Context: an optimization exercise on an open-source flow, tuned for small area. The choices shown serve that exercise and are no tape-out recipe. At most, simulation tests tie the RTL to the original design; equivalence was not proved. The RTL of run 1 was laid out without a check of its function. Power and IR drop assume default switching activity. The flow treats the clock pin as an ideal source, which a real chip does not have.

<file path="design/flow/flow/run.sh">
#!/bin/bash
# Own layout flow: the standard ORFS flow, with two changes in how the layout is made:
#  - port buffers use the smallest buffer cell (sky130_fd_sc_hd__buf_1) instead of the
#    tool's default pick; every input and output port still gets its own buffer;
#  - clock tree synthesis does not add dummy loads.
# Each tool's full output goes to the ORFS logs under orfs/logs and to flow_make.log here.
set -euo pipefail
export BUFFER_PORTS_ARGS="-buffer_cell sky130_fd_sc_hd__buf_1"
export CTS_ARGS="-sink_clustering_enable -repair_clock_nets -dont_use_dummy_load -sink_clustering_size 16 -sink_clustering_max_diameter 60 -buf_list sky130_fd_sc_hd__clkbuf_8"
bash standard.sh > flow_make.log 2>&1
</file>
<file path="design/flow/standard.sh">
#!/bin/bash
# synth_recipe.tcl (not shown) runs the flow's synth.tcl, then flattens the netlist and writes it again
# the make line also repeats each setting of config.mk as NAME=value (left out here)
make -C /OpenROAD-flow-scripts/flow DESIGN_CONFIG=/design/flow/config.mk WORK_HOME=/design/flow/orfs CLKGATE_MAP_FILE= SYNTH_SCRIPT=/design/flow/synth_recipe.tcl "${@:-finish}"
</file>
<file path="design/flow/config.mk">
export PLATFORM = sky130hd
export DESIGN_NAME = XFabric
export DESIGN_NICKNAME = XFabric
export VERILOG_FILES = /design/flow/design.v
export SDC_FILE = /design/flow/constraint.sdc
export NUM_CORES = 4
export LEC_CHECK = 0
export CAP_MARGIN = 20
export CORE_MARGIN = 2
export CORE_UTILIZATION = 40
export SLEW_MARGIN = 20
</file>
<file path="design/flow/constraint.sdc">
create_clock -name core_clock -period 6.0 [get_ports {clk}]
set_input_delay 1.2000 -clock core_clock [delete_from_list [all_inputs] [get_ports {clk}]]
set_output_delay 1.2000 -clock core_clock [all_outputs]
set_load 0.01 [all_outputs]
</file>
<file path="design/flow/design.v">
module XMq #(parameter W = 60, DW = 32) (
    input  logic          clk
  , input  logic          rstn
  , input  logic          in_vld
  , input  logic [W-1:0]  in_pld
  , output logic          in_gnt
  , output logic          hd_vld    
  , output logic [W-1:0]  hd_pld
  , input  logic          send
  , output logic [W-1:0]  fl_pld    
  , input  logic          rsp_we
  , input  logic [DW-1:0] rsp_d
  , input  logic          rsp_set   
  , output logic          rsp_vld
  , input  logic          rsp_gnt
);
logic [W-1:0] mem [0:3];
logic [1:0]   wptr;
logic [3:0]   rsel;     
logic         full_n, empty_n, wait_rsp;
logic         we_ok;
assign in_gnt = full_n;
assign we_ok  = in_vld & full_n;
assign hd_pld = ({W{rsel[0]}} & mem[0]) | ({W{rsel[1]}} & mem[1]) |
                ({W{rsel[2]}} & mem[2]) | ({W{rsel[3]}} & mem[3]);
assign hd_vld = empty_n & ~wait_rsp;
always @(posedge clk)
  if (we_ok)
    mem[wptr] <= in_pld;
always @(posedge clk) begin
  if (send)
    fl_pld <= hd_pld;
  else if (rsp_we)
    fl_pld[DW-1:0] <= rsp_d;
end
always @(posedge clk or negedge rstn) begin
  if (~rstn) begin
    wptr     <= 2'd0;
    rsel     <= 4'b0001;
    full_n   <= 1'b1;
    empty_n  <= 1'b0;
    wait_rsp <= 1'b0;
    rsp_vld  <= 1'b0;
  end else begin
    if (we_ok) wptr <= wptr + 2'd1;
    if (send)  rsel <= {rsel[2:0], rsel[3]};
    if (we_ok & ~send) begin
      empty_n <= 1'b1;
      full_n  <= ~rsel[wptr + 2'd1];
    end else if (~we_ok & send) begin
      full_n  <= 1'b1;
      empty_n <= ~rsel[wptr - 2'd1];
    end
    if (send)
      wait_rsp <= 1'b1;
    else if (rsp_vld & rsp_gnt)
      wait_rsp <= 1'b0;
    rsp_vld <= rsp_vld ? ~rsp_gnt : rsp_set;
  end
end
endmodule
module XFabric (
    input logic clk
  , input logic rstn
  , input  logic           CPUm_req_vld
  , input  logic           CPUm_req_wr
  , input  logic [23:0] CPUm_req_adr
  , input  logic [3:0] CPUm_req_strb
  , input  logic [31:0] CPUm_req_dat
  , output logic           CPUm_req_gnt
  , output logic           CPUm_rsp_vld
  , output logic [31:0] CPUm_rsp_dat
  , input  logic           CPUm_rsp_gnt
  , input  logic           SCRm_req_vld
  , input  logic           SCRm_req_wr
  , input  logic [23:0] SCRm_req_adr
  , input  logic [3:0] SCRm_req_strb
  , input  logic [31:0] SCRm_req_dat
  , output logic           SCRm_req_gnt
  , output logic           SCRm_rsp_vld
  , output logic [31:0] SCRm_rsp_dat
  , input  logic           SCRm_rsp_gnt
  , input  logic           BRUm_req_vld
  , input  logic           BRUm_req_wr
  , input  logic [23:0] BRUm_req_adr
  , input  logic [1:0] BRUm_req_strb
  , input  logic [15:0] BRUm_req_dat
  , output logic           BRUm_req_gnt
  , output logic           BRUm_rsp_vld
  , output logic [15:0] BRUm_rsp_dat
  , input  logic           BRUm_rsp_gnt
  , output logic           CPUs_req_vld
  , output logic           CPUs_req_wr
  , output logic [15:0] CPUs_req_adr
  , output logic [1:0] CPUs_req_strb
  , output logic [15:0] CPUs_req_dat
  , input  logic      CPUs_req_gnt
  , input  logic      CPUs_rsp_vld
  , input  logic [15:0] CPUs_rsp_dat
  , output logic           CPUs_rsp_gnt
  , output logic           SCRs_req_vld
  , output logic           SCRs_req_wr
  , output logic [15:0] SCRs_req_adr
  , output logic [1:0] SCRs_req_strb
  , output logic [15:0] SCRs_req_dat
  , input  logic      SCRs_req_gnt
  , input  logic      SCRs_rsp_vld
  , input  logic [15:0] SCRs_rsp_dat
  , output logic           SCRs_rsp_gnt
  , output logic           KBDs_req_vld
  , output logic           KBDs_req_wr
  , output logic [15:0] KBDs_req_adr
  , output logic [0:0] KBDs_req_strb
  , output logic [7:0] KBDs_req_dat
  , input  logic      KBDs_req_gnt
  , input  logic      KBDs_rsp_vld
  , input  logic [7:0] KBDs_rsp_dat
  , output logic           KBDs_rsp_gnt
  , output logic           RAMs_req_vld
  , output logic           RAMs_req_wr
  , output logic [20:0] RAMs_req_adr
  , output logic [3:0] RAMs_req_strb
  , output logic [31:0] RAMs_req_dat
  , input  logic      RAMs_req_gnt
  , input  logic      RAMs_rsp_vld
  , input  logic [31:0] RAMs_rsp_dat
  , output logic           RAMs_rsp_gnt
  , output logic           ROMs_req_vld
  , output logic           ROMs_req_wr
  , output logic [14:0] ROMs_req_adr
  , output logic [1:0] ROMs_req_strb
  , output logic [15:0] ROMs_req_dat
  , input  logic      ROMs_req_gnt
  , input  logic      ROMs_rsp_vld
  , input  logic [15:0] ROMs_rsp_dat
  , output logic           ROMs_rsp_gnt
);
localparam WC = 60, WS = 58, WB = 42;
logic          c_hv, s_hv, b_hv;
logic [WC-1:0] c_hd, c_fl;
logic [WS-1:0] s_hd, s_fl;
logic [WB-1:0] b_hd, b_fl;
logic          c_send, s_send, b_send;
logic          c_rwe, s_rwe, b_rwe;
logic [31:0]   c_rd, s_rd;
logic [15:0]   b_rd;
logic          c_rset, s_rset, b_rset;
XMq #(.W(WC), .DW(32)) CPUm_q (.clk(clk), .rstn(rstn),
  .in_vld(CPUm_req_vld), .in_pld({CPUm_req_adr[22:0], CPUm_req_wr, CPUm_req_strb, CPUm_req_dat}),
  .in_gnt(CPUm_req_gnt), .hd_vld(c_hv), .hd_pld(c_hd), .send(c_send), .fl_pld(c_fl),
  .rsp_we(c_rwe), .rsp_d(c_rd), .rsp_set(c_rset), .rsp_vld(CPUm_rsp_vld), .rsp_gnt(CPUm_rsp_gnt));
XMq #(.W(WS), .DW(32)) SCRm_q (.clk(clk), .rstn(rstn),
  .in_vld(SCRm_req_vld), .in_pld({SCRm_req_adr[20:0], SCRm_req_wr, SCRm_req_strb, SCRm_req_dat}),
  .in_gnt(SCRm_req_gnt), .hd_vld(s_hv), .hd_pld(s_hd), .send(s_send), .fl_pld(s_fl),
  .rsp_we(s_rwe), .rsp_d(s_rd), .rsp_set(s_rset), .rsp_vld(SCRm_rsp_vld), .rsp_gnt(SCRm_rsp_gnt));
XMq #(.W(WB), .DW(16)) BRUm_q (.clk(clk), .rstn(rstn),
  .in_vld(BRUm_req_vld), .in_pld({BRUm_req_adr[23], BRUm_req_adr[21:0], BRUm_req_wr, BRUm_req_strb, BRUm_req_dat}),
  .in_gnt(BRUm_req_gnt), .hd_vld(b_hv), .hd_pld(b_hd), .send(b_send), .fl_pld(b_fl),
  .rsp_we(b_rwe), .rsp_d(b_rd), .rsp_set(b_rset), .rsp_vld(BRUm_rsp_vld), .rsp_gnt(BRUm_rsp_gnt));
assign CPUm_rsp_dat = c_fl[31:0];
assign SCRm_rsp_dat = s_fl[31:0];
assign BRUm_rsp_dat = b_fl[15:0];
logic [22:0] c_adr;  logic c_wr;  logic [3:0] c_strb;  logic [31:0] c_dat;
logic [20:0] s_adr;  logic s_wr;  logic [3:0] s_strb;  logic [31:0] s_dat;
logic [21:0] b_adr;  logic b_a23; logic b_wr; logic [1:0] b_strb; logic [15:0] b_dat;
assign {c_adr, c_wr, c_strb, c_dat} = c_fl;
assign {s_adr, s_wr, s_strb, s_dat} = s_fl;
assign {b_a23, b_adr, b_wr, b_strb, b_dat} = b_fl;
logic c_to_ram, b_to_ram;
assign c_to_ram = c_hv & ~c_hd[WC-1];
assign b_to_ram = b_hv & ~b_hd[WB-1] & ~b_hd[WB-2];
logic       l0, l1, ram_rdy;
logic [2:0] ram_req, ram_mreq, ram_gnt;
assign ram_req  = {b_to_ram, s_hv, c_to_ram} & {3{ram_rdy}};
assign ram_mreq = ram_req & {1'b1, ~l1, ~(l0 | l1)};
always @(*) begin
  if (|ram_mreq)
    ram_gnt = ram_mreq[0] ? 3'b001 : ram_mreq[1] ? 3'b010 : 3'b100;
  else
    ram_gnt = ram_req[0] ? 3'b001 : ram_req[1] ? 3'b010 : {ram_req[2], 2'b00};
end
always @(posedge clk or negedge rstn)
  if (~rstn) begin
    l0 <= 1'b0;
    l1 <= 1'b0;
  end else if (|ram_gnt) begin
    l0 <= ram_gnt[0];
    l1 <= ram_gnt[1];
  end
logic scr_send, kbd_send, cpu_send, rom_send, ram_send;
assign scr_send = c_hv & c_hd[WC-1] & ~c_hd[WC-2];
assign kbd_send = c_hv & c_hd[WC-1] &  c_hd[WC-2];
assign rom_send = b_hv & b_hd[WB-1];
assign cpu_send = b_hv & ~b_hd[WB-1] & b_hd[WB-2];
assign ram_send = |ram_gnt;
assign c_send = scr_send | kbd_send | ram_gnt[0];
assign s_send = ram_gnt[1];
assign b_send = rom_send | cpu_send | ram_gnt[2];
logic scr_rv, kbd_rv, cpu_rv, rom_rv;
logic scr_tsv, kbd_tsv, cpu_tsv, rom_tsv, ram_tsv;
logic scr_hs, kbd_hs, cpu_hs, rom_hs, ram_hs;
assign scr_hs = SCRs_rsp_vld & ~scr_tsv;
assign kbd_hs = KBDs_rsp_vld & ~kbd_tsv;
assign cpu_hs = CPUs_rsp_vld & ~cpu_tsv;
assign rom_hs = ROMs_rsp_vld & ~rom_tsv;
assign ram_hs = RAMs_rsp_vld & ~ram_tsv;
logic [1:0] rq0, rq1, iq0, iq1, rid;
logic       rq_e, rq_f, iq_w, iq_r;
logic [1:0] ram_gid, iq_hd;
assign ram_rdy = ~rq_f;
assign ram_gid = {ram_gnt[2], ram_gnt[1]};
assign iq_hd   = iq_r ? iq1 : iq0;
logic ram_take;
assign ram_take = rq_e & RAMs_req_gnt;
always @(posedge clk or negedge rstn) begin
  if (~rstn) begin
    scr_rv  <= 1'b0; kbd_rv  <= 1'b0; cpu_rv  <= 1'b0; rom_rv  <= 1'b0;
    scr_tsv <= 1'b0; kbd_tsv <= 1'b0; cpu_tsv <= 1'b0; rom_tsv <= 1'b0; ram_tsv <= 1'b0;
    rq_e <= 1'b0; rq_f <= 1'b0; iq_w <= 1'b0; iq_r <= 1'b0;
  end else begin
    scr_rv <= scr_send | (scr_rv & ~SCRs_req_gnt);
    kbd_rv <= kbd_send | (kbd_rv & ~KBDs_req_gnt);
    cpu_rv <= cpu_send | (cpu_rv & ~CPUs_req_gnt);
    rom_rv <= rom_send | (rom_rv & ~ROMs_req_gnt);
    scr_tsv <= scr_hs;
    kbd_tsv <= kbd_hs;
    cpu_tsv <= cpu_hs;
    rom_tsv <= rom_hs;
    ram_tsv <= ram_hs;
    if (ram_send & ~ram_take) begin
      rq_e <= 1'b1;
      rq_f <= rq_e;
    end else if (~ram_send & ram_take) begin
      rq_f <= 1'b0;
      rq_e <= rq_f;
    end
    if (ram_take) iq_w <= ~iq_w;
    if (ram_hs)   iq_r <= ~iq_r;
  end
end
always @(posedge clk) begin
  if (ram_send & (~rq_e | (rq_e & ~rq_f & ram_take)))
    rq0 <= ram_gid;
  else if (ram_take)
    rq0 <= rq1;
  if (ram_send & rq_e & ~ram_take)
    rq1 <= ram_gid;
  if (ram_take & ~iq_w) iq0 <= rq0;
  if (ram_take &  iq_w) iq1 <= rq0;
  if (ram_hs) rid <= iq_hd;
end
assign SCRs_rsp_gnt = ~scr_tsv;
assign KBDs_rsp_gnt = ~kbd_tsv;
assign CPUs_rsp_gnt = ~cpu_tsv;
assign ROMs_rsp_gnt = ~rom_tsv;
assign RAMs_rsp_gnt = ~ram_tsv;
assign c_rset = scr_tsv | kbd_tsv | (ram_tsv & rid == 2'd0);
assign s_rset = ram_tsv & rid == 2'd1;
assign b_rset = cpu_tsv | rom_tsv | (ram_tsv & rid == 2'd2);
assign c_rwe = scr_hs | kbd_hs | (ram_hs & iq_hd == 2'd0);
assign s_rwe = ram_hs & iq_hd == 2'd1;
assign b_rwe = cpu_hs | rom_hs | (ram_hs & iq_hd == 2'd2);
always @(*) begin
  if (~c_adr[22])
    c_rd = RAMs_rsp_dat;
  else if (~c_adr[21])
    c_rd = c_adr[1] ? {SCRs_rsp_dat, 16'h0} : {16'h0, SCRs_rsp_dat};
  else
    c_rd = {24'h0, KBDs_rsp_dat} << {c_adr[1:0], 3'b000};
end
assign s_rd = RAMs_rsp_dat;
assign b_rd = b_a23 ? ROMs_rsp_dat : b_adr[21] ? CPUs_rsp_dat :
              b_adr[1] ? RAMs_rsp_dat[31:16] : RAMs_rsp_dat[15:0];
assign SCRs_req_vld  = scr_rv;
assign SCRs_req_wr   = c_wr;
assign SCRs_req_adr  = c_adr[15:0];
assign SCRs_req_strb = c_adr[1] ? c_strb[3:2] : c_strb[1:0];
assign SCRs_req_dat  = c_adr[1] ? c_dat[31:16] : c_dat[15:0];
assign KBDs_req_vld  = kbd_rv;
assign KBDs_req_wr   = c_wr;
assign KBDs_req_adr  = c_adr[15:0];
assign KBDs_req_strb = c_strb[c_adr[1:0]];
assign KBDs_req_dat  = c_dat[{c_adr[1:0], 3'b000} +: 8];
assign CPUs_req_vld  = cpu_rv;
assign CPUs_req_wr   = b_wr;
assign CPUs_req_adr  = b_adr[15:0];
assign CPUs_req_strb = b_strb;
assign CPUs_req_dat  = b_dat;
assign ROMs_req_vld  = rom_rv;
assign ROMs_req_wr   = b_wr;
assign ROMs_req_adr  = b_adr[14:0];
assign ROMs_req_strb = b_strb;
assign ROMs_req_dat  = b_dat;
assign RAMs_req_vld  = rq_e;
always @(*) begin
  if (rq0[1]) begin
    RAMs_req_wr   = b_wr;
    RAMs_req_adr  = b_adr[20:0];
    RAMs_req_strb = b_adr[1] ? {b_strb, 2'b00} : {2'b00, b_strb};
    RAMs_req_dat  = b_adr[1] ? {b_dat, 16'h0} : {16'h0, b_dat};
  end else if (rq0[0]) begin
    RAMs_req_wr   = s_wr;
    RAMs_req_adr  = s_adr;
    RAMs_req_strb = s_strb;
    RAMs_req_dat  = s_dat;
  end else begin
    RAMs_req_wr   = c_wr;
    RAMs_req_adr  = c_adr[20:0];
    RAMs_req_strb = c_strb;
    RAMs_req_dat  = c_dat;
  end
end
endmodule
</file>
==> results of run 1 <==
==> worst max-delay path, stage by stage, from the launching register on <==
cell and delay, ns:
edfxtp_1 1.10, and2_1 0.98, nand2_1 0.11, o21ai_0 0.24, buf_1 0.20
==> routing by layer <==
metal | global-route usage (%) | vias to the layer above | wire (µm) | part of all wire [%]
li1 | - | 9028 | - | -
met5 | 0 | - | 114 | 0.10
met4 | 9.643 | 18 | 4733 | 4.3
met1 | 29.72 | 10470 | 41750 | 38
met3 | 5.320 | 201 | 9248 | 8.4
met2 | 40.64 | 977 | 53860 | 49
==> per-stage QoR <==
step	hold slack, ns	utilization (%)	instances	worst slack, ns	power (mW)
final	0.4798	43.81	3733	1.496	17.35
after global routing	0.5092	43.79	3727	1.302	18.11
after detailed placement	0.4696	42.58	3646	2.239	14.61
after CTS	0.4853	43.77	3721	1.480	17.49
after global placement	0.4634	42.58	3646	2.235	14.49
after floorplan	0.4377	-	2213	2.358	12.63
==> cell type report <==
cell class	count	area (µm²)	share of cell area, %
diodes	12	30.03	0.07914
clock buffers	75	1032	2.720
inverters	40	152.6	0.4023
multi-input cells	1011	7485	19.73
flip-flops and latches	855	25470	67.12
well taps	1155	1445	3.809
repair buffers	585	2332	6.146
==> cell families (layout without fill, tap and decap cells) <==
kind of cell             count (synthesis)  in the layout
buffers and inverters                  347            700
XOR/XNOR                                 5              5
flip-flops                             855            855
AND/OR/NAND/NOR                        286            286
AO/OA/AOI/OAI                          483            483
multiplexers                           221            221
other                                    0             12
adder cells (fa/ha/maj)                 16             16
==> flip-flops by register name (all words and copies together) (netlist names), 2 cells and up <==
| signal | cells |
|---|---|
| CPUm_q.mem | 240 |
| SCRm_q.mem | 232 |
| BRUm_q.mem | 168 |
| CPUm_q.fl_pld | 60 |
| SCRm_q.fl_pld | 58 |
| BRUm_q.fl_pld | 42 |
| BRUm_q.rsel | 4 |
| CPUm_q.rsel | 4 |
| SCRm_q.rsel | 4 |
| BRUm_q.wptr | 2 |
| CPUm_q.wptr | 2 |
| SCRm_q.wptr | 2 |
| iq0 | 2 |
| iq1 | 2 |
| rid | 2 |
| rq0 | 2 |
| rq1 | 2 |
==> layout by cell type (no fill, tap or decap), types with 6 or more instances in the layout <==
cell type / instances
a21oi_1: 6
a221oi_1: 47
a22o_1: 48
a22oi_1: 251
and3_2: 8
buf_1: 548
buf_4: 36
clkbuf_8: 75
dfrtp_1: 30
dfrtp_2: 9
dfstp_2: 6
diode_2: 12
edfxtp_1: 810
ha_1: 16
inv_1: 37
mux2_1: 12
mux2_2: 28
mux2_4: 39
mux2i_1: 142
nand2_1: 224
nor2_1: 15
nor2b_1: 9
o21ai_0: 103
==> report_power, final <==
| group | switching, mW | internal (mW) | total [mW] |
|---|---|---|---|
| sequential | 1.03 | 8.33 | 9.36 |
| combinational | 3.53 | 1.53 | 5.06 |
| clock | 1.81 | 1.12 | 2.93 |
| total | 6.37 | 11.0 | 17.4 |
==> worst paths after layout <==
check                                   endpoint  slack [ns]  cells after the start
worst min-delay path                     kbd_tsv        0.48                      1
worst min register to register           kbd_tsv        0.48                      1
max in group asynchronous         BRUm_q.rsel[2]        4.70                      2
worst max register to register     BRUm_q.full_n        2.37                      8
worst max-delay path            RAMs_req_dat[16]        1.50                      4
min in group asynchronous                cpu_tsv        0.65                      2
==> summary.txt, run 1 <==
dominant combinational cell family by area after synthesis compound AO/OA/AOI/OAI gates; critical path capture point type output pin; final critical-path share of the clock period roughly three quarters; global-route wire length before repair 152,300 µm; synthesized-area fraction occupied by ao, oa, aoi and oai cells 10.05%; DP Area between 0.03 and 0.04 mm²; Mapped Cells roughly 2,200; maximum capacitance violations 0; headroom to the max-slew limit 24.27%; Async S/R FF share, synth 5.263%; peak fanout along the critical path 37; Cell Pwr Density 457.4 mW/mm²; I/O Pins 555; time the worst path needs with I/O delays and setup between 4 and 5 ns; most common cell in the netlist edfxtp_1; synthesized area per cell 15.79 µm²; leakage dissipation between 10 and 15 nW; worst setup path category reg2out; placed wire-length estimate 76,080 µm; Nets 2,855; Routed Antenna Nets 0; Detailed Route Iter0 Violations between 2,000 and 2,500; post-cts resize count 0; Post-synth top flop edfxtp_1; Setup Viol. Count Final 0; growth of design area from synthesis to finish 8.566%; total of hold buffers inserted after clock tree synthesis 0; weighted congestion at the end of routability-driven global placement about 1.0; Max Clock Freq 222.0 MHz; register bit total from synthesis roughly 860; post-synthesis simple-gate area fraction 3.447%; critical path launch point rq0[1]; Max Slew Vio Count 0; Die W 299.6 µm; # clock sinks 855; setup repair after global routing missed its margin no; setup fix buffers added after clock tree synthesis 0; number of antenna violations at the first check in global routing 25; slew of the pin with the lowest slew margin 1.136 ns; fraction of post-synthesis cell area in the top cell type by area 69.59%; hold path startpoint kbd_tsv; area share of xor/xnor cells in the synthesized design 0.1253%; TritonCTS clock tree built; most instantiated cells after synthesis 810 x edfxtp_1, 251 x a22oi_1, 224 x nand2_1, 183 x buf_4, 142 x mux2i_1; via density per instance approximately 5.5; arrival time of the worst setup path 3.30 ns; pin count of the biggest net entering global routing 63; Die Height about 300 µm; Peak VDD IR between 0.2 and 0.3 mV; number of fill cells 7,767; standard cell core area 0.08662 mm²; post-synthesis net count 2,500; clock transition time at the flip-flop clock pins of the worst setup and hold paths 0.10 ns; count of flip-flops with a built-in enable after synthesis a little over 800; kind of start point of the critical path flop; GRT Overall Usage 23.93%; sequential fraction of the synthesis area between 70% and 80%; Die ar. approximately 0.090 mm²; grt total ovfl 0; detailed-router iteration count before antenna repair 5; Setup Total Neg Slack 0 ns; number of warnings reported in the yosys synthesis log 4; H-tree lvl count 3; beginning of the worst register-to-register path BRUm_q.rsel[0]; Clk Latency, worst-skew pair 0.71 ns; proportion of layout cells with a drive suffix above 1 8.652%; mux cell area share after synthesis 7.031%; drt total wl 109,700 µm; vias after detailed routing 20,690; average routed wire per standard cell 29.39 µm; top cell type by total area after synthesis edfxtp_1; num rows 108; number of hold-slack violations in the final timing report 0; number of global-route vias before repair 20,380; data required time of the worst path 4.80 ns; status complete, no violations; synthesized area 0.03495 mm²; remaining routing DRC violations 0; Hold Crit Class reg2reg; number of buffers on the longest clock path 3; most area-consuming cells after synthesis edfxtp_1 70%, a22oi_1 5.4%, mux2i_1 4.1%; setup skew after layout 0.1211 ns; post-synthesis share of cell area spent on full adders, half adders and majority gates less than 1%; count of input and output buffers 549; clock buffers created by TritonCTS 75; Clock Tree Root clkbuf_8; initial core utilization 40.35%; finished layout cell area 0.03795 mm²; post-synth cell types 58
==> inputs of run 2 (changes only) <==
--- a/design/flow/design.v
+++ b/design/flow/design.v
@@ -15,14 +15,12 @@
   , input  logic          rsp_gnt
 );
 logic [W-1:0] mem [0:3];
-logic [1:0]   wptr;
-logic [3:0]   rsel;     
+logic [1:0]   wptr, rptr;
 logic         full_n, empty_n, wait_rsp;
 logic         we_ok;
 assign in_gnt = full_n;
 assign we_ok  = in_vld & full_n;
-assign hd_pld = ({W{rsel[0]}} & mem[0]) | ({W{rsel[1]}} & mem[1]) |
-                ({W{rsel[2]}} & mem[2]) | ({W{rsel[3]}} & mem[3]);
+assign hd_pld = mem[rptr];
 assign hd_vld = empty_n & ~wait_rsp;
 always @(posedge clk)
   if (we_ok)
@@ -36,20 +34,20 @@
 always @(posedge clk or negedge rstn) begin
   if (~rstn) begin
     wptr     <= 2'd0;
-    rsel     <= 4'b0001;
+    rptr     <= 2'd0;
     full_n   <= 1'b1;
     empty_n  <= 1'b0;
     wait_rsp <= 1'b0;
     rsp_vld  <= 1'b0;
   end else begin
     if (we_ok) wptr <= wptr + 2'd1;
-    if (send)  rsel <= {rsel[2:0], rsel[3]};
+    if (send)  rptr <= rptr + 2'd1;
     if (we_ok & ~send) begin
       empty_n <= 1'b1;
-      full_n  <= ~rsel[wptr + 2'd1];
+      full_n  <= (wptr + 2'd1) != rptr;
     end else if (~we_ok & send) begin
       full_n  <= 1'b1;
-      empty_n <= ~rsel[wptr - 2'd1];
+      empty_n <= (rptr + 2'd1) != wptr;
     end
     if (send)
       wait_rsp <= 1'b1;
==> design/flow/run.sh (new file) <==
#!/bin/bash
# synth_recipe.tcl (not shown) runs the flow's synth.tcl, then flattens the netlist and writes it again
# the make line also repeats each setting of config.mk as NAME=value (left out here)
make -C /OpenROAD-flow-scripts/flow DESIGN_CONFIG=/design/flow/config.mk WORK_HOME=/design/flow/orfs CLKGATE_MAP_FILE= SYNTH_SCRIPT=/design/flow/synth_recipe.tcl finish
removed: design/flow/flow/run.sh
removed: design/flow/standard.sh
==> run 2 against run 1 <==
  * Worst hold slack worse by 0.0082 ns
  * Routed wire length down 4.9%
  * Setup slack worse by 0.16 ns
  * Sequential power up 6.7%
  * Via count down 7.7%
  * Critical path depth up 2
  * Core utilization up 6.8 points
  * Combinational power up 82%
  * Clock power up 100%
  * Sequential share of layout area down 9.6 points
  * Global-route usage down 1.2 points
  * Die area up 0.93%
==> summary.txt, run 2 <==
status complete, no violations (unchanged); clock buffers created by TritonCTS 91 (was 75); final design utilization 50.62% (was 43.81%); global-route wire length before repair 144,500 µm (was 152,300 µm); Die W 301.0 µm (was 299.6 µm); number of warnings reported in the yosys synthesis log 4 (unchanged); post-cts resize count 0 (unchanged); maximum capacitance violations 0 (unchanged); weighted congestion at the end of routability-driven global placement 0.8971 (was 1.014); Setup Total Neg Slack 0 ns (unchanged); standard cell core area 0.08702 mm² (was 0.08662 mm²); total of hold buffers inserted after clock tree synthesis 0 (unchanged); synthesized area per cell 18.21 µm² (was 15.79 µm²); Die ar. 0.09059 mm² (was 0.08976 mm²); most common cell type on the critical path buf_4; Setup Viol. Count Final 0 (unchanged); critical path cell sequence buf_4 > nor2b_2 > buf_4 > nand2_1 > o21ai_0 > clkdlybuf4s50_1 (was and2_1 > nand2_1 > o21ai_0 > buf_1); Post-synth top flop edfxtp_1 (unchanged); Mapped Cells 1,937 (was 2,213); I/O Pins 555 (unchanged); headroom to the max-slew limit 29.16% (was 24.27%); most area-consuming cells after synthesis edfxtp_1 69%, mux4_2 10%, buf_4 3.9% (was edfxtp_1 70%, a22oi_1 5.4%, mux2i_1 4.1%); Max Slew Vio Count 0 (unchanged); leakage dissipation 15.06 nW (was 12.73 nW); most common cell in the netlist edfxtp_1 (unchanged); count of flip-flops with a built-in enable after synthesis 810 (unchanged); most frequent standard cell in the layout excluding fill and tap cells edfxtp_1 (unchanged); Nets 2,629 (was 2,855); setup repair after global routing missed its margin no (unchanged); Hold Crit Class reg2reg (unchanged); critical path capture point type output pin (unchanged); worst setup slack before clock tree synthesis 1.943 ns (was 2.239 ns); H-tree lvl count 3 (unchanged); num rows 108 (unchanged); number of buffers on the longest clock path 3 (unchanged); arrival time of the worst setup path 3.47 ns (was 3.30 ns); CP max-delay cell nor2b_2 (was edfxtp_1); peak fanout along the critical path 32 (was 37); initial core utilization 40.54% (was 40.35%); detailed-router iteration count before antenna repair 5 (unchanged); synthesized area 0.03528 mm² (was 0.03495 mm²); final critical-path share of the clock period 77.78% (was 75.06%); Detailed Route Iter0 Violations 1,806 (was 2,380); grt total ovfl 0 (unchanged); sequential fraction of the synthesis area 71.72% (was 72.84%); growth of design area from synthesis to finish 24.85% (was 8.566%); fraction of post-synthesis cell area in the top cell type by area 68.94% (was 69.59%); average routed wire per standard cell 29.09 µm (was 29.39 µm); commonest cells after routing, fill and taps aside 810 x edfxtp_1, 548 x clkdlybuf4s50_1, 161 x mux4_2 (was 810 x edfxtp_1, 548 x buf_1, 251 x a22oi_1); Peak VDD IR 0.3084 mV (was 0.2862 mV); number of antenna violations at the first check in global routing 35 (was 25); Max Clock Freq 214.3 MHz (was 222.0 MHz); number of flip-flops in the largest register 240 (unchanged); post-synthesis net count 2,224 (was 2,500); worst setup path category reg2out (unchanged); Routed Antenna Nets 0 (unchanged); setup skew after layout 0.05088 ns (was 0.1211 ns); number of fill cells 7,159 (was 7,767); via density per instance 5.323 (was 5.542); Async S/R FF share, synth 4.594% (was 5.263%); setup fix buffers added after clock tree synthesis 0 (unchanged); remaining routing DRC violations 0 (unchanged); time the worst path needs with I/O delays and setup 4.667 ns (was 4.504 ns); Clk Latency, worst-skew pair 0.65 ns (was 0.71 ns); data required time of the worst path 4.80 ns (about the same); slew of the pin with the lowest slew margin 1.063 ns (was 1.136 ns); vias after detailed routing 19,100 (was 20,690); drt total wl 104,400 µm (was 109,700 µm); count of input and output buffers 549 (unchanged); number of global-route vias before repair 19,370 (was 20,380); placed wire-length estimate 72,450 µm (was 76,080 µm); Largest stage delay, worst path 0.93 ns (was 1.10 ns); GRT Overall Usage 22.75% (was 23.93%); most flop-heavy register CPUm_q.mem (unchanged); TritonCTS clock tree built (unchanged); top cell type by total area after synthesis edfxtp_1 (unchanged); number of hold-slack violations in the final timing report 0 (unchanged); pin count of the biggest net entering global routing 63 (unchanged); register bit total from synthesis 849 (was 855); proportion of layout cells with a drive suffix above 1 19.50% (was 8.652%); clock transition time at the flip-flop clock pins of the worst setup and hold paths 0.06 ns (was 0.10 ns); registers with the most flip-flops CPUm_q.mem (240), SCRm_q.mem (232), BRUm_q.mem (168) (unchanged); # clock sinks 849 (was 855); most instantiated cells after synthesis 810 x edfxtp_1, 184 x buf_4, 161 x mux4_2, 98 x nand2_1, 86 x mux2_2 (was 810 x edfxtp_1, 251 x a22oi_1, 224 x nand2_1, 183 x buf_4, 142 x mux2i_1); setup slack after layout 1.333 ns (was 1.496 ns); Clock Tree Root clkbuf_16 (was clkbuf_8); Cell Pwr Density 569.5 mW/mm² (was 457.4 mW/mm²); kind of start point of the critical path flop (unchanged); post-synth cell types 46 (was 58); Die Height 301.0 µm (was 299.6 µm)
## run 2: per-layer routing
metal	up-vias	track usage [%]	part of all wire (%)
met5	-	0	0.14
met1	10030	32.89	44
met2	694	34.51	47
li1	8211	-	-
met4	22	6.776	1.9
met3	138	5.152	7.3
## run 2: stage by stage
step | instances | cell area, µm² | power [mW] | hold slack [ns]
after global routing | 3585 | 44040 | 26.15 | 0.4915
after global placement | 3402 | 40790 | 19.23 | 0.4598
after CTS | 3570 | 43990 | 25.35 | 0.4758
final | 3588 | 44050 | 25.09 | 0.4716
after floorplan | 1937 | 35280 | 15.15 | 0.4375
after detailed placement | 3403 | 40810 | 19.40 | 0.4672
## run 2: report_power, final
| group | total [mW] | internal [mW] | switching (mW) |
|---|---|---|---|
| logic | 9.20 | 4.57 | 4.64 |
| registers | 9.99 | 8.58 | 1.41 |
| clock network | 5.90 | 3.55 | 2.35 |
## run 2: cells by family (layout without fill, tap and decap cells)
kind of cell | count (synthesis) | after routing | share of synthesized area [%]
other cells | 0 | 17 | 0
buf+inv | 330 | 809 | 5.575
mux | 351 | 351 | 16.33
xor+xnor | 17 | 17 | 0.4220
fa+ha+maj | 16 | 16 | 0.5674
compound gates | 179 | 179 | 2.844
simple gates | 195 | 195 | 2.543
flops | 849 | 849 | 71.72
## run 2: final timing paths
kind	from	to	slack, ns	depth (start not counted)
max in group asynchronous	rstn	CPUm_q.rptr[0]	4.93	1
min in group asynchronous	rstn	BRUm_q.wptr[1]	0.56	1
worst max register to register	CPUm_q.rptr[0]	CPUm_q.fl_pld[31]	2.17	6
worst min register to register	scr_tsv	scr_tsv	0.47	1
worst min-delay path	scr_tsv	scr_tsv	0.47	1
worst max-delay path	rq0[1]	RAMs_req_strb[1]	1.33	6
## run 2: critical path, delay by kind of cell (launching register included)
family | cells | cell delay (ns)
buffers and inverters | 3 | 1.38
flip-flops | 1 | 0.34
AO/OA/AOI/OAI | 1 | 0.09
AND/OR/NAND/NOR | 2 | 0.99
## run 2: cell type report
| class | count | area [µm²] | share of cell area (%) |
|---|---|---|---|
| flip-flops and latches | 849 | 25320 | 57.49 |
| clock buffers | 112 | 2396 | 5.440 |
| multi-input cells | 758 | 8075 | 18.33 |
| diodes | 17 | 42.54 | 0.09658 |
| clock inverters | 55 | 779.5 | 1.770 |
| well taps | 1155 | 1445 | 3.281 |
| inverters | 60 | 225.2 | 0.5113 |
| repair buffers | 582 | 5761 | 13.08 |
==> inputs of run 3 (changes only) <==
--- a/design/flow/design.v
+++ b/design/flow/design.v
@@ -9,45 +9,49 @@
   , input  logic          send
   , output logic [W-1:0]  fl_pld    
   , input  logic          rsp_we
-  , input  logic [DW-1:0] rsp_d
+  , input  logic [DW-1:0] rsp_d     
+  , output logic          busy      
   , input  logic          rsp_set   
   , output logic          rsp_vld
   , input  logic          rsp_gnt
 );
 logic [W-1:0] mem [0:3];
-logic [1:0]   wptr, rptr;
+logic [1:0]   wptr;
+logic [3:0]   rsel;     
 logic         full_n, empty_n, wait_rsp;
 logic         we_ok;
 assign in_gnt = full_n;
 assign we_ok  = in_vld & full_n;
-assign hd_pld = mem[rptr];
+assign hd_pld = ({W{rsel[0]}} & mem[0]) | ({W{rsel[1]}} & mem[1]) |
+                ({W{rsel[2]}} & mem[2]) | ({W{rsel[3]}} & mem[3]);
 assign hd_vld = empty_n & ~wait_rsp;
 always @(posedge clk)
   if (we_ok)
     mem[wptr] <= in_pld;
+assign busy = wait_rsp;
 always @(posedge clk) begin
   if (send)
-    fl_pld <= hd_pld;
-  else if (rsp_we)
-    fl_pld[DW-1:0] <= rsp_d;
+    fl_pld[W-1:DW] <= hd_pld[W-1:DW];
+  if (send | rsp_we)
+    fl_pld[DW-1:0] <= ({DW{send}} & hd_pld[DW-1:0]) | rsp_d;
 end
 always @(posedge clk or negedge rstn) begin
   if (~rstn) begin
     wptr     <= 2'd0;
-    rptr     <= 2'd0;
+    rsel     <= 4'b0001;
     full_n   <= 1'b1;
     empty_n  <= 1'b0;
     wait_rsp <= 1'b0;
     rsp_vld  <= 1'b0;
   end else begin
     if (we_ok) wptr <= wptr + 2'd1;
-    if (send)  rptr <= rptr + 2'd1;
+    if (send)  rsel <= {rsel[2:0], rsel[3]};
     if (we_ok & ~send) begin
       empty_n <= 1'b1;
-      full_n  <= (wptr + 2'd1) != rptr;
+      full_n  <= ~rsel[wptr + 2'd1];
     end else if (~we_ok & send) begin
       full_n  <= 1'b1;
-      empty_n <= (rptr + 2'd1) != wptr;
+      empty_n <= ~rsel[wptr - 2'd1];
     end
     if (send)
       wait_rsp <= 1'b1;
@@ -143,18 +147,19 @@
 logic [31:0]   c_rd, s_rd;
 logic [15:0]   b_rd;
 logic          c_rset, s_rset, b_rset;
+logic          c_busy, s_busy, b_busy;
 XMq #(.W(WC), .DW(32)) CPUm_q (.clk(clk), .rstn(rstn),
   .in_vld(CPUm_req_vld), .in_pld({CPUm_req_adr[22:0], CPUm_req_wr, CPUm_req_strb, CPUm_req_dat}),
   .in_gnt(CPUm_req_gnt), .hd_vld(c_hv), .hd_pld(c_hd), .send(c_send), .fl_pld(c_fl),
-  .rsp_we(c_rwe), .rsp_d(c_rd), .rsp_set(c_rset), .rsp_vld(CPUm_rsp_vld), .rsp_gnt(CPUm_rsp_gnt));
+  .rsp_we(c_rwe), .rsp_d(c_rd), .busy(c_busy), .rsp_set(c_rset), .rsp_vld(CPUm_rsp_vld), .rsp_gnt(CPUm_rsp_gnt));
 XMq #(.W(WS), .DW(32)) SCRm_q (.clk(clk), .rstn(rstn),
   .in_vld(SCRm_req_vld), .in_pld({SCRm_req_adr[20:0], SCRm_req_wr, SCRm_req_strb, SCRm_req_dat}),
   .in_gnt(SCRm_req_gnt), .hd_vld(s_hv), .hd_pld(s_hd), .send(s_send), .fl_pld(s_fl),
-  .rsp_we(s_rwe), .rsp_d(s_rd), .rsp_set(s_rset), .rsp_vld(SCRm_rsp_vld), .rsp_gnt(SCRm_rsp_gnt));
+  .rsp_we(s_rwe), .rsp_d(s_rd), .busy(s_busy), .rsp_set(s_rset), .rsp_vld(SCRm_rsp_vld), .rsp_gnt(SCRm_rsp_gnt));
 XMq #(.W(WB), .DW(16)) BRUm_q (.clk(clk), .rstn(rstn),
   .in_vld(BRUm_req_vld), .in_pld({BRUm_req_adr[23], BRUm_req_adr[21:0], BRUm_req_wr, BRUm_req_strb, BRUm_req_dat}),
   .in_gnt(BRUm_req_gnt), .hd_vld(b_hv), .hd_pld(b_hd), .send(b_send), .fl_pld(b_fl),
-  .rsp_we(b_rwe), .rsp_d(b_rd), .rsp_set(b_rset), .rsp_vld(BRUm_rsp_vld), .rsp_gnt(BRUm_rsp_gnt));
+  .rsp_we(b_rwe), .rsp_d(b_rd), .busy(b_busy), .rsp_set(b_rset), .rsp_vld(BRUm_rsp_vld), .rsp_gnt(BRUm_rsp_gnt));
 assign CPUm_rsp_dat = c_fl[31:0];
 assign SCRm_rsp_dat = s_fl[31:0];
 assign BRUm_rsp_dat = b_fl[15:0];
@@ -202,11 +207,11 @@
 assign cpu_hs = CPUs_rsp_vld & ~cpu_tsv;
 assign rom_hs = ROMs_rsp_vld & ~rom_tsv;
 assign ram_hs = RAMs_rsp_vld & ~ram_tsv;
-logic [1:0] rq0, rq1, iq0, iq1, rid;
+logic [2:0] rq0, rq1;    
+logic [1:0] iq0, iq1, rid;
 logic       rq_e, rq_f, iq_w, iq_r;
-logic [1:0] ram_gid, iq_hd;
+logic [1:0] iq_hd;
 assign ram_rdy = ~rq_f;
-assign ram_gid = {ram_gnt[2], ram_gnt[1]};
 assign iq_hd   = iq_r ? iq1 : iq0;
 logic ram_take;
 assign ram_take = rq_e & RAMs_req_gnt;
@@ -238,13 +243,13 @@
 end
 always @(posedge clk) begin
   if (ram_send & (~rq_e | (rq_e & ~rq_f & ram_take)))
-    rq0 <= ram_gid;
+    rq0 <= ram_gnt;
   else if (ram_take)
     rq0 <= rq1;
   if (ram_send & rq_e & ~ram_take)
-    rq1 <= ram_gid;
-  if (ram_take & ~iq_w) iq0 <= rq0;
-  if (ram_take &  iq_w) iq1 <= rq0;
+    rq1 <= ram_gnt;
+  if (ram_take & ~iq_w) iq0 <= rq0[2:1];
+  if (ram_take &  iq_w) iq1 <= rq0[2:1];
   if (ram_hs) rid <= iq_hd;
 end
 assign SCRs_rsp_gnt = ~scr_tsv;
@@ -258,17 +263,24 @@
 assign c_rwe = scr_hs | kbd_hs | (ram_hs & iq_hd == 2'd0);
 assign s_rwe = ram_hs & iq_hd == 2'd1;
 assign b_rwe = cpu_hs | rom_hs | (ram_hs & iq_hd == 2'd2);
-always @(*) begin
-  if (~c_adr[22])
-    c_rd = RAMs_rsp_dat;
-  else if (~c_adr[21])
-    c_rd = c_adr[1] ? {SCRs_rsp_dat, 16'h0} : {16'h0, SCRs_rsp_dat};
-  else
-    c_rd = {24'h0, KBDs_rsp_dat} << {c_adr[1:0], 3'b000};
-end
-assign s_rd = RAMs_rsp_dat;
-assign b_rd = b_a23 ? ROMs_rsp_dat : b_adr[21] ? CPUs_rsp_dat :
-              b_adr[1] ? RAMs_rsp_dat[31:16] : RAMs_rsp_dat[15:0];
+logic c_sr, c_sh, c_sl;
+logic [3:0] c_sk;
+assign c_sr = c_busy & ~c_adr[22];
+assign c_sh = c_busy & c_adr[22] & ~c_adr[21] &  c_adr[1];
+assign c_sl = c_busy & c_adr[22] & ~c_adr[21] & ~c_adr[1];
+assign c_sk = {4{c_busy & c_adr[22] & c_adr[21]}} & (4'b0001 << c_adr[1:0]);
+assign c_rd = ({32{c_sr}} & RAMs_rsp_dat) |
+              {{16{c_sh}} & SCRs_rsp_dat, {16{c_sl}} & SCRs_rsp_dat} |
+              {{8{c_sk[3]}} & KBDs_rsp_dat, {8{c_sk[2]}} & KBDs_rsp_dat,
+               {8{c_sk[1]}} & KBDs_rsp_dat, {8{c_sk[0]}} & KBDs_rsp_dat};
+assign s_rd = {32{s_busy}} & RAMs_rsp_dat;
+logic b_sm, b_sc, b_sh, b_sl;
+assign b_sm = b_busy & b_a23;
+assign b_sc = b_busy & ~b_a23 & b_adr[21];
+assign b_sh = b_busy & ~b_a23 & ~b_adr[21] &  b_adr[1];
+assign b_sl = b_busy & ~b_a23 & ~b_adr[21] & ~b_adr[1];
+assign b_rd = ({16{b_sm}} & ROMs_rsp_dat) | ({16{b_sc}} & CPUs_rsp_dat) |
+              ({16{b_sh}} & RAMs_rsp_dat[31:16]) | ({16{b_sl}} & RAMs_rsp_dat[15:0]);
 assign SCRs_req_vld  = scr_rv;
 assign SCRs_req_wr   = c_wr;
 assign SCRs_req_adr  = c_adr[15:0];
@@ -290,22 +302,10 @@
 assign ROMs_req_strb = b_strb;
 assign ROMs_req_dat  = b_dat;
 assign RAMs_req_vld  = rq_e;
-always @(*) begin
-  if (rq0[1]) begin
-    RAMs_req_wr   = b_wr;
-    RAMs_req_adr  = b_adr[20:0];
-    RAMs_req_strb = b_adr[1] ? {b_strb, 2'b00} : {2'b00, b_strb};
-    RAMs_req_dat  = b_adr[1] ? {b_dat, 16'h0} : {16'h0, b_dat};
-  end else if (rq0[0]) begin
-    RAMs_req_wr   = s_wr;
-    RAMs_req_adr  = s_adr;
-    RAMs_req_strb = s_strb;
-    RAMs_req_dat  = s_dat;
-  end else begin
-    RAMs_req_wr   = c_wr;
-    RAMs_req_adr  = c_adr[20:0];
-    RAMs_req_strb = c_strb;
-    RAMs_req_dat  = c_dat;
-  end
-end
+assign RAMs_req_wr   = (c_wr & rq0[0]) | (s_wr & rq0[1]) | (b_wr & rq0[2]);
+assign RAMs_req_adr  = ({21{rq0[0]}} & c_adr[20:0]) | ({21{rq0[1]}} & s_adr) | ({21{rq0[2]}} & b_adr[20:0]);
+assign RAMs_req_strb = ({4{rq0[0]}} & c_strb) | ({4{rq0[1]}} & s_strb) |
+                       {{2{rq0[2] & b_adr[1]}} & b_strb, {2{rq0[2] & ~b_adr[1]}} & b_strb};
+assign RAMs_req_dat  = ({32{rq0[0]}} & c_dat) | ({32{rq0[1]}} & s_dat) |
+                       {{16{rq0[2] & b_adr[1]}} & b_dat, {16{rq0[2] & ~b_adr[1]}} & b_dat};
 endmodule
==> design/flow/flow/run.sh (new file) <==
#!/bin/bash
# Own layout flow: the standard ORFS flow, with two changes in how the layout is made:
#  - port buffers use the smallest buffer cell (sky130_fd_sc_hd__buf_1) instead of the
#    tool's default pick; every input and output port still gets its own buffer;
#  - clock tree synthesis does not add dummy loads, and clusters up to 30 sinks within
#    100 um under each clkbuf_16.
# Each tool's full output goes to the ORFS logs under orfs/logs and to flow_make.log here.
set -euo pipefail
export BUFFER_PORTS_ARGS="-buffer_cell sky130_fd_sc_hd__buf_1"
export CTS_ARGS="-sink_clustering_enable -repair_clock_nets -dont_use_dummy_load -sink_clustering_size 30 -sink_clustering_max_diameter 100 -buf_list sky130_fd_sc_hd__clkbuf_16"
bash standard.sh > flow_make.log 2>&1
==> design/flow/standard.sh (new file) <==
#!/bin/bash
# synth_recipe.tcl (not shown) runs the flow's synth.tcl, then flattens the netlist and writes it again
# the make line also repeats each setting of config.mk as NAME=value (left out here)
make -C /OpenROAD-flow-scripts/flow DESIGN_CONFIG=/design/flow/config.mk WORK_HOME=/design/flow/orfs CLKGATE_MAP_FILE= SYNTH_SCRIPT=/design/flow/synth_recipe.tcl "${@:-finish}"
--- a/design/flow/config.mk
+++ b/design/flow/config.mk
@@ -7,5 +7,6 @@
 export LEC_CHECK = 0
 export CAP_MARGIN = 20
 export CORE_MARGIN = 2
-export CORE_UTILIZATION = 40
+export CORE_UTILIZATION = 60
+export PLACE_DENSITY = 0.72
 export SLEW_MARGIN = 20
removed: design/flow/run.sh
==> run 3 against run 2 <==
  * Die area down 35%
  * Total power down 36%
  * Combinational power decreased by 55%
  * Synthesized cell count increased by 7.8%
  * Still clean on timing, DRC and antenna
  * Global-route usage up 11 points
  * Fmax increased by 7.7%
  * Setup slack gained 0.33 ns
==> summary.txt, run 3 <==
status complete, no violations (unchanged); combinational cell fraction of total power 25.7% (was 36.7%); worst-case register-to-register setup slack 2.61 ns (was 2.17 ns); leakage dissipation 12.11 nW (was 15.06 nW); Cell Pwr Density 444.3 mW/mm² (was 569.5 mW/mm²); final cell count without fillers 3,172 (was 3,588); Die W 241.8 µm (was 301.0 µm); Routed Antenna Nets 0 (unchanged); detailed-router iteration count before antenna repair 12 (was 5); post-synth cell types 60 (was 46); number of flip-flops in the largest register 240 (unchanged); final design utilization 64.74% (was 50.62%); worst setup slack before clock tree synthesis 2.316 ns (was 1.943 ns); hold endpoint kbd_tsv (was scr_tsv); via density per instance 6.718 (was 5.323); number of antenna violations at the first check in global routing 19 (was 35); arrival time of the worst setup path 3.13 ns (was 3.47 ns); clock buffers created by TritonCTS 34 (was 91); placed wire-length estimate 68,930 µm (was 72,450 µm); number of hold-slack violations in the final timing report 0 (unchanged); Clock Power Share 16.5% (was 23.5%); Nets 2,696 (was 2,629); maximum capacitance violations 0 (unchanged); grt total ovfl 0 (unchanged); Clk Latency, worst-skew pair 0.60 ns (was 0.65 ns); # clock sinks 857 (was 849); register bit total from synthesis 857 (was 849); Async S/R FF share, synth 5.251% (was 4.594%); synthesized area per cell 16.25 µm² (was 18.21 µm²); Die ar. 0.05846 mm² (was 0.09059 mm²); count of flip-flops with a built-in enable after synthesis 812 (was 810); design internal power 10.44 mW (was 16.69 mW); sequential fraction of the synthesis area 75.22% (was 71.72%); synthesized-area fraction occupied by ao, oa, aoi and oai cells 12.98% (was 2.844%); worst setup path category reg2out (unchanged); pin count of the biggest net entering global routing 64 (was 63); Detailed Route Iter0 Violations 3,423 (was 1,806); Setup Viol. Count Final 0 (unchanged); top cell type by total area after synthesis edfxtp_1 (unchanged); setup repair after global routing missed its margin no (unchanged); num rows 87 (was 108); drt total wl 101,400 µm (was 104,400 µm); total of hold buffers inserted after clock tree synthesis 0 (unchanged); mux cell area share after synthesis 1.719% (was 16.33%); standard cell core area 0.05617 mm² (was 0.08702 mm²); hold path startpoint kbd_tsv (was scr_tsv); finished layout cell area 0.03637 mm² (was 0.04405 mm²); switching share of total power 35.36% (was 33.46%); setup slack after layout 1.666 ns (was 1.333 ns); remaining routing DRC violations 0 (unchanged); most frequent standard cell in the layout excluding fill and tap cells edfxtp_1 (unchanged); post-cts resize count 0 (unchanged); Peak VDD IR 0.2750 mV (was 0.3084 mV); fraction of post-synthesis cell area in the top cell type by area 71.88% (was 68.94%); FF/Latch Area 0.02553 mm² (was 0.02532 mm²); GRT Overall Usage 33.98% (was 22.75%); R2R Path End SCRm_q.fl_pld[40] (was CPUm_q.fl_pld[31]); count of input and output buffers 549 (unchanged); registers with the most flip-flops CPUm_q.mem (240), SCRm_q.mem (232), BRUm_q.mem (168) (unchanged); weighted congestion at the end of routability-driven global placement 0.9738 (was 0.8971); Max Clock Freq 230.7 MHz (was 214.3 MHz); area share of xor/xnor cells in the synthesized design 0.1291% (was 0.4220%); DP Area 0.03545 mm² (was 0.04081 mm²); setup fix buffers added after clock tree synthesis 0 (unchanged); most instantiated cells after synthesis 812 x edfxtp_1, 183 x buf_4, 158 x a22oi_1, 158 x nand2_1, 105 x a222oi_1 (was 810 x edfxtp_1, 184 x buf_4, 161 x mux4_2, 98 x nand2_1, 86 x mux2_2); clock transition time at the flip-flop clock pins of the worst setup and hold paths 0.11 ns (was 0.06 ns); peak fanout along the critical path 25 (was 32); synthesized area 0.03392 mm² (was 0.03528 mm²); worst reg2reg path depth 7 (was 6); data required time of the worst path 4.80 ns (about the same); post-synthesis net count 2,375 (was 2,224); worst hold path cell count 1 (unchanged); kind of start point of the critical path flop (unchanged); number of fill cells 4,043 (was 7,159); post-synthesis share of cell area spent on full adders, half adders and majority gates 0.5901% (was 0.5674%); Post-synth top flop edfxtp_1 (unchanged); H-tree lvl count 2 (was 3); hold_ws 0.4781 ns (was 0.4716 ns); setup skew after layout 0.05420 ns (was 0.05088 ns); Reg power frac 57.7% (was 39.8%); global-route wire length before repair 141,700 µm (was 144,500 µm); Hold Crit Class reg2reg (unchanged); growth of design area from synthesis to finish 7.203% (was 24.85%); Die Height 241.8 µm (was 301.0 µm); vias after detailed routing 21,310 (was 19,100); Sw Pwr 5.714 mW (was 8.395 mW); I/O Pins 555 (unchanged); headroom to the max-slew limit 17.42% (was 29.16%); number of placed instances, taps included 3,127 (was 3,403); time the worst path needs with I/O delays and setup 4.334 ns (was 4.667 ns); commonest cells after routing, fill and taps aside 812 x edfxtp_1, 548 x buf_1, 158 x a22oi_1, 158 x nand2_1, 105 x a222oi_1 (was 810 x edfxtp_1, 548 x clkdlybuf4s50_1, 161 x mux4_2); multi-input combinational cell area 0.006276 mm² (was 0.008075 mm²); proportion of layout cells with a drive suffix above 1 6.813% (was 19.50%); final critical-path share of the clock period 72.24% (was 77.78%); Max Slew Vio Count 0 (unchanged); Setup Total Neg Slack 0 ns (unchanged); total power 16.16 mW (was 25.09 mW); critical path capture point type output pin (unchanged); beginning of the worst register-to-register path CPUm_q.rsel[2] (was CPUm_q.rptr[0]); average routed wire per standard cell 31.96 µm (was 29.09 µm); most common cell in the netlist edfxtp_1 (unchanged); number of warnings reported in the yosys synthesis log 4 (unchanged); Mapped Cells 2,088 (was 1,937); slew of the pin with the lowest slew margin 1.232 ns (was 1.063 ns); number of buffers on the longest clock path 3 (unchanged); most area-consuming cells after synthesis edfxtp_1 72%, buf_4 4.0%, a22oi_1 3.5% (was edfxtp_1 69%, mux4_2 10%, buf_4 3.9%); number of global-route vias before repair 20,160 (was 19,370); post-synthesis simple-gate area fraction 2.844% (was 2.543%); most flop-heavy register CPUm_q.mem (unchanged); Clock Tree Root clkbuf_16 (unchanged); TritonCTS clock tree built (unchanged); initial core utilization 60.39% (was 40.54%); dominant combinational cell family by area after synthesis compound AO/OA/AOI/OAI gates (was multiplexers)
[run 3: cell types whose count changed in the layout (fill, tap and decap cells not counted), sizes merged, moves of 74 or more]
cell and change:
buf +556, clkdlybuf4s50 -548, a22o +80, mux4 -161
a221oi +80, mux2i -74, a222oi +105, clkbuf -77
a22oi +158
[run 3: worst max path at each step]
| stage | start | slack, ns | cells past startpoint | to |
|---|---|---|---|---|
| after floorplan | RAMs_rsp_vld | 0.43 | 2 | CPUm_q.fl_pld[0] |
| after global placement | rq0[2] | 2.32 | 4 | RAMs_req_dat[28] |
| after detailed placement | rq0[2] | 2.32 | 4 | RAMs_req_dat[28] |
| after CTS | rq0[2] | 1.71 | 4 | RAMs_req_dat[28] |
| after global routing | rq0[2] | 1.59 | 4 | RAMs_req_dat[28] |
| final | rq0[2] | 1.67 | 4 | RAMs_req_dat[25] |
[run 3: metal layers]
metal	share of wire, %	up-vias	GRT usage (%)
li1	-	8768	-
met1	36	10630	46.86
met2	45	1633	51.41
met3	13	263	9.156
met4	5.1	14	15.07
met5	0.10	-	0
[run 3: cell type report]
| class | instances | area share, % |
|---|---|---|
| diodes | 9 | 0.06193 |
| clock buffers | 34 | 2.340 |
| inverters | 91 | 0.9393 |
| multi-input cells | 834 | 17.26 |
| flip-flops and latches | 857 | 70.21 |
| well taps | 756 | 2.601 |
| repair buffers | 591 | 6.592 |
[run 3: cell families after synthesis]
logic type               after synthesis
flip-flops                           857
AO/OA/AOI/OAI                        544
buffers and inverters                397
AND/OR/NAND/NOR                      218
multiplexers                          51
adder cells (fa/ha/maj)               16
XOR/XNOR                               5
[run 3: power groups by stage]
| stage | clock [mW] | combinational (mW) | sequential, mW |
|---|---|---|---|
| after detailed placement | 0 | 4.04 | 9.44 |
| after global routing | 2.88 | 4.40 | 9.40 |
| after CTS | 2.68 | 4.06 | 9.31 |
| after global placement | 0 | 3.99 | 9.37 |
| final | 2.67 | 4.16 | 9.33 |
| after floorplan | 0 | 2.98 | 8.81 |
[run 3: critical path, stage by stage, from the launching register on]
cell and delay [ns]:
edfxtp_1 1.16, and2_2 0.86, a222oi_1 0.22, inv_1 0.16
buf_1 0.18
==> inputs of run 4 (changes only) <==
--- a/design/flow/config.mk
+++ b/design/flow/config.mk
@@ -7,6 +7,5 @@
 export LEC_CHECK = 0
 export CAP_MARGIN = 20
 export CORE_MARGIN = 2
-export CORE_UTILIZATION = 60
-export PLACE_DENSITY = 0.72
+export CORE_UTILIZATION = 40
 export SLEW_MARGIN = 20
==> run 4 against run 3 <==
  * Synthesized cell count did not move
  * Area after synthesis did not move
  * Worst hold slack improved by 0.019 ns
  * Fmax rose by 7.8%
  * Clock skew rose by 0.018 ns
  * Setup slack improved by 0.32 ns
  * Critical path type unchanged
  * Largest cell class unchanged
==> summary.txt, run 4 <==
status complete, no violations (unchanged); Max Clock Freq 248.8 MHz (was 230.7 MHz); most flop-heavy register CPUm_q.mem (unchanged); average routed wire per standard cell 31.80 µm (was 31.96 µm); top cell type by total area after synthesis edfxtp_1 (unchanged); Async S/R FF share, synth 5.251% (unchanged); Routed Antenna Nets 0 (unchanged); critical path capture point type output pin (unchanged); leakage dissipation 12.16 nW (was 12.11 nW); design internal power 10.50 mW (was 10.44 mW); count of flip-flops with a built-in enable after synthesis 812 (unchanged); number of antenna violations at the first check in global routing 26 (was 19); detailed-router iteration count before antenna repair 10 (was 12); clock buffers created by TritonCTS 36 (was 34); post-cts resize count 0 (unchanged); grt total ovfl 0 (unchanged); I/O Pins 555 (unchanged); data required time of the worst path 4.80 ns (about the same); Die ar. 0.08715 mm² (was 0.05846 mm²); weighted congestion at the end of routability-driven global placement 0.8637 (was 0.9738); finished layout cell area 0.03693 mm² (was 0.03637 mm²); setup repair after global routing missed its margin no (unchanged); DP Area 0.03599 mm² (was 0.03545 mm²); setup skew after layout 0.07263 ns (was 0.05420 ns); sequential fraction of the synthesis area 75.22% (unchanged); post-synthesis net count 2,375 (unchanged); end point of the critical path RAMs_req_dat[28] (was RAMs_req_dat[25]); remaining routing DRC violations 0 (unchanged); Die W 295.2 µm (was 241.8 µm); proportion of layout cells with a drive suffix above 1 7.122% (was 6.813%); Clock Power Share 17.1% (was 16.5%); worst-case register-to-register setup slack 2.40 ns (was 2.61 ns); via density per instance 5.898 (was 6.718); clock transition time at the flip-flop clock pins of the worst setup and hold paths 0.12 ns (was 0.11 ns); Peak VDD IR 0.2114 mV (was 0.2750 mV); final critical-path share of the clock period 66.99% (was 72.24%); number of fill cells 7,529 (was 4,043); number of warnings reported in the yosys synthesis log 4 (unchanged); setup fix buffers added after clock tree synthesis 0 (unchanged); combinational cell fraction of total power 26.0% (was 25.7%); peak fanout along the critical path 43 (was 25); most frequent standard cell in the layout excluding fill and tap cells edfxtp_1 (unchanged); critical path launch point rq0[1] (was rq0[2]); synthesized area per cell 16.25 µm² (unchanged); growth of design area from synthesis to finish 8.871% (was 7.203%); H-tree lvl count 2 (unchanged); commonest cells after routing, fill and taps aside 812 x edfxtp_1, 548 x buf_1, 158 x a22oi_1, 158 x nand2_1, 105 x a222oi_1 (unchanged); Mapped Cells 2,088 (unchanged); Max Slew Vio Count 0 (unchanged); post-synth cell types 60 (unchanged); initial core utilization 40.47% (was 60.39%); num rows 106 (was 87); global-route wire length before repair 153,900 µm (was 141,700 µm); total of hold buffers inserted after clock tree synthesis 0 (unchanged); placed wire-length estimate 79,350 µm (was 68,930 µm); pin count of the biggest net entering global routing 64 (unchanged); Setup Viol. Count Final 0 (unchanged); # clock sinks 857 (unchanged); most area-consuming cells after synthesis edfxtp_1 72%, buf_4 4.0%, a22oi_1 3.5% (unchanged); Reg power frac 56.9% (was 57.7%); most instantiated cells after synthesis 812 x edfxtp_1, 183 x buf_4, 158 x a22oi_1, 158 x nand2_1, 105 x a222oi_1 (unchanged); Cell Pwr Density 446.0 mW/mm² (was 444.3 mW/mm²); worst reg2reg path depth 7 (unchanged); headroom to the max-slew limit 28.70% (was 17.42%); Hold Crit Class reg2reg (unchanged); time the worst path needs with I/O delays and setup 4.019 ns (was 4.334 ns); Clk Latency, worst-skew pair 0.62 ns (was 0.60 ns); R2R Path End CPUm_q.fl_pld[48] (was SCRm_q.fl_pld[40]); GRT Overall Usage 25.27% (was 33.98%); Clock Tree Root clkbuf_16 (unchanged); Post-synth top flop edfxtp_1 (unchanged); number of global-route vias before repair 20,160 (about the same); slew of the pin with the lowest slew margin 1.069 ns (was 1.232 ns); kind of start point of the critical path flop (unchanged); switching share of total power 36.26% (was 35.36%); worst setup path category reg2out (unchanged); fraction of post-synthesis cell area in the top cell type by area 71.88% (unchanged); Setup Total Neg Slack 0 ns (unchanged); synthesized area 0.03392 mm² (unchanged); maximum capacitance violations 0 (unchanged); number of hold-slack violations in the final timing report 0 (unchanged); beginning of the worst register-to-register path BRUm_q.rsel[0] (was CPUm_q.rsel[2]); count of input and output buffers 549 (unchanged); number of buffers on the longest clock path 3 (unchanged); register bit total from synthesis 857 (unchanged); Die Height 295.2 µm (was 241.8 µm); registers with the most flip-flops CPUm_q.mem (240), SCRm_q.mem (232), BRUm_q.mem (168) (unchanged); standard cell core area 0.08382 mm² (was 0.05617 mm²); Detailed Route Iter0 Violations 3,204 (was 3,423); Sw Pwr 5.973 mW (was 5.714 mW); TritonCTS clock tree built (unchanged); most common cell in the netlist edfxtp_1 (unchanged); number of flip-flops in the largest register 240 (unchanged); arrival time of the worst setup path 2.82 ns (was 3.13 ns); Nets 2,704 (was 2,696); vias after detailed routing 21,020 (was 21,310); drt total wl 113,300 µm (was 101,400 µm)
run 4: critical path, stage by stage (launching register included):
cell and delay, ns:
edfxtp_1 0.79, buf_4 0.70, a222oi_1 0.24, buf_2 0.25, inv_1 0.07, buf_1 0.15
run 4: final cells by class:
type / instances / area, µm² / share of cell area [%]
antenna: 14 / 35.03 / 0.09486
clock buffer: 36 / 900.9 / 2.439
inverter: 91 / 341.6 / 0.9249
multi-input combinational: 834 / 6280 / 17.00
sequential: 857 / 25540 / 69.14
tap: 1134 / 1419 / 3.842
timing repair buffer: 597 / 2420 / 6.552
run 4: power groups by stage:
stage / logic, mW / registers (mW) / clock network, mW
5_1_grt: 4.57 / 9.48 / 3.02
2_1_floorplan: 2.98 / 8.81 / 0
6_report: 4.28 / 9.38 / 2.81
3_3_place_gp: 4.20 / 9.44 / 0
3_5_place_dp: 4.26 / 9.50 / 0
4_1_cts: 4.28 / 9.37 / 2.87
run 4: through the flow:
step           worst slack, ns  hold slack (ns)  util [%]  total power [mW]  std cells
2_1_floorplan           0.4295           0.4375         -             11.80       2088
3_3_place_gp             2.341           0.4571     42.93             13.64       3512
3_5_place_dp             2.240           0.4706     42.93             13.76       3512
4_1_cts                  1.557           0.4944     44.01             16.52       3548
5_1_grt                  1.888           0.5204     44.04             17.08       3556
6_report                 1.981           0.4966     44.06             16.47       3563
run 4: layer usage:
layer	global-route usage, %	wire, µm	up-vias
li1	-	-	8791
met1	35.66	46230	10690
met2	38.85	51120	1314
met3	5.668	11710	203
met4	8.345	4159	14
met5	0	92	-
run 4: cells by family (layout without fill, tap and decap cells):
kind of cell | Yosys count | after routing | synth area share [%]
flops | 857 | 857 | 75.22
xor+xnor | 5 | 5 | 0.1291
compound gates | 544 | 544 | 12.98
other cells | 0 | 14 | 0
simple gates | 218 | 218 | 2.844
buf+inv | 397 | 724 | 6.517
fa+ha+maj | 16 | 16 | 0.5901
mux | 51 | 51 | 1.719
run 4: worst min path at each step:
stage          startpoint  endpoint  slack [ns]  cells after the start
4_1_cts           kbd_tsv   kbd_tsv        0.49                      1
2_1_floorplan     rom_tsv   rom_tsv        0.44                      1
6_report          kbd_tsv   kbd_tsv        0.50                      1
3_3_place_gp      kbd_tsv   kbd_tsv        0.46                      1
3_5_place_dp      kbd_tsv   kbd_tsv        0.47                      1
5_1_grt              iq_w      iq_w        0.52                      1

==> separate check: timing with driven ports <==
No port has a modelled driver above. Below, the same layouts with a new extraction and two added sets of constraints.
Step 1 (the two cells are an assumption about what drives the block):
set clk [get_ports {clk}]
set_driving_cell -lib_cell sky130_fd_sc_hd__clkbuf_16 $clk
set_driving_cell -lib_cell sky130_fd_sc_hd__buf_2 [delete_from_list [all_inputs] $clk]
Step 2 adds t to the input delays and takes it off the output delays; t is the mean of the earliest and latest rising clock arrival at the registers after step 1. Input paths then give back, and output paths get back, about the clock's delay inside the block.
Slacks: ideal ports / drivers / drivers and shift; pairs: ideal ports / drivers.
| run | t (ns) | slack for setup (ns) | worst setup path at the end |
|---|---|---|---|
| run 1 | 0.702 | 1.496 / 1.440 / 2.142 | register to output |
| run 2 | 0.689 | 1.333 / 1.272 / 1.961 | register to output |
| run 3 | 0.635 | 1.666 / 1.606 / 2.240 | register to output |
| run 4 | 0.645 | 1.981 / 1.915 / 2.396 | register to register |
After both steps setup and hold are still met in every run listed.
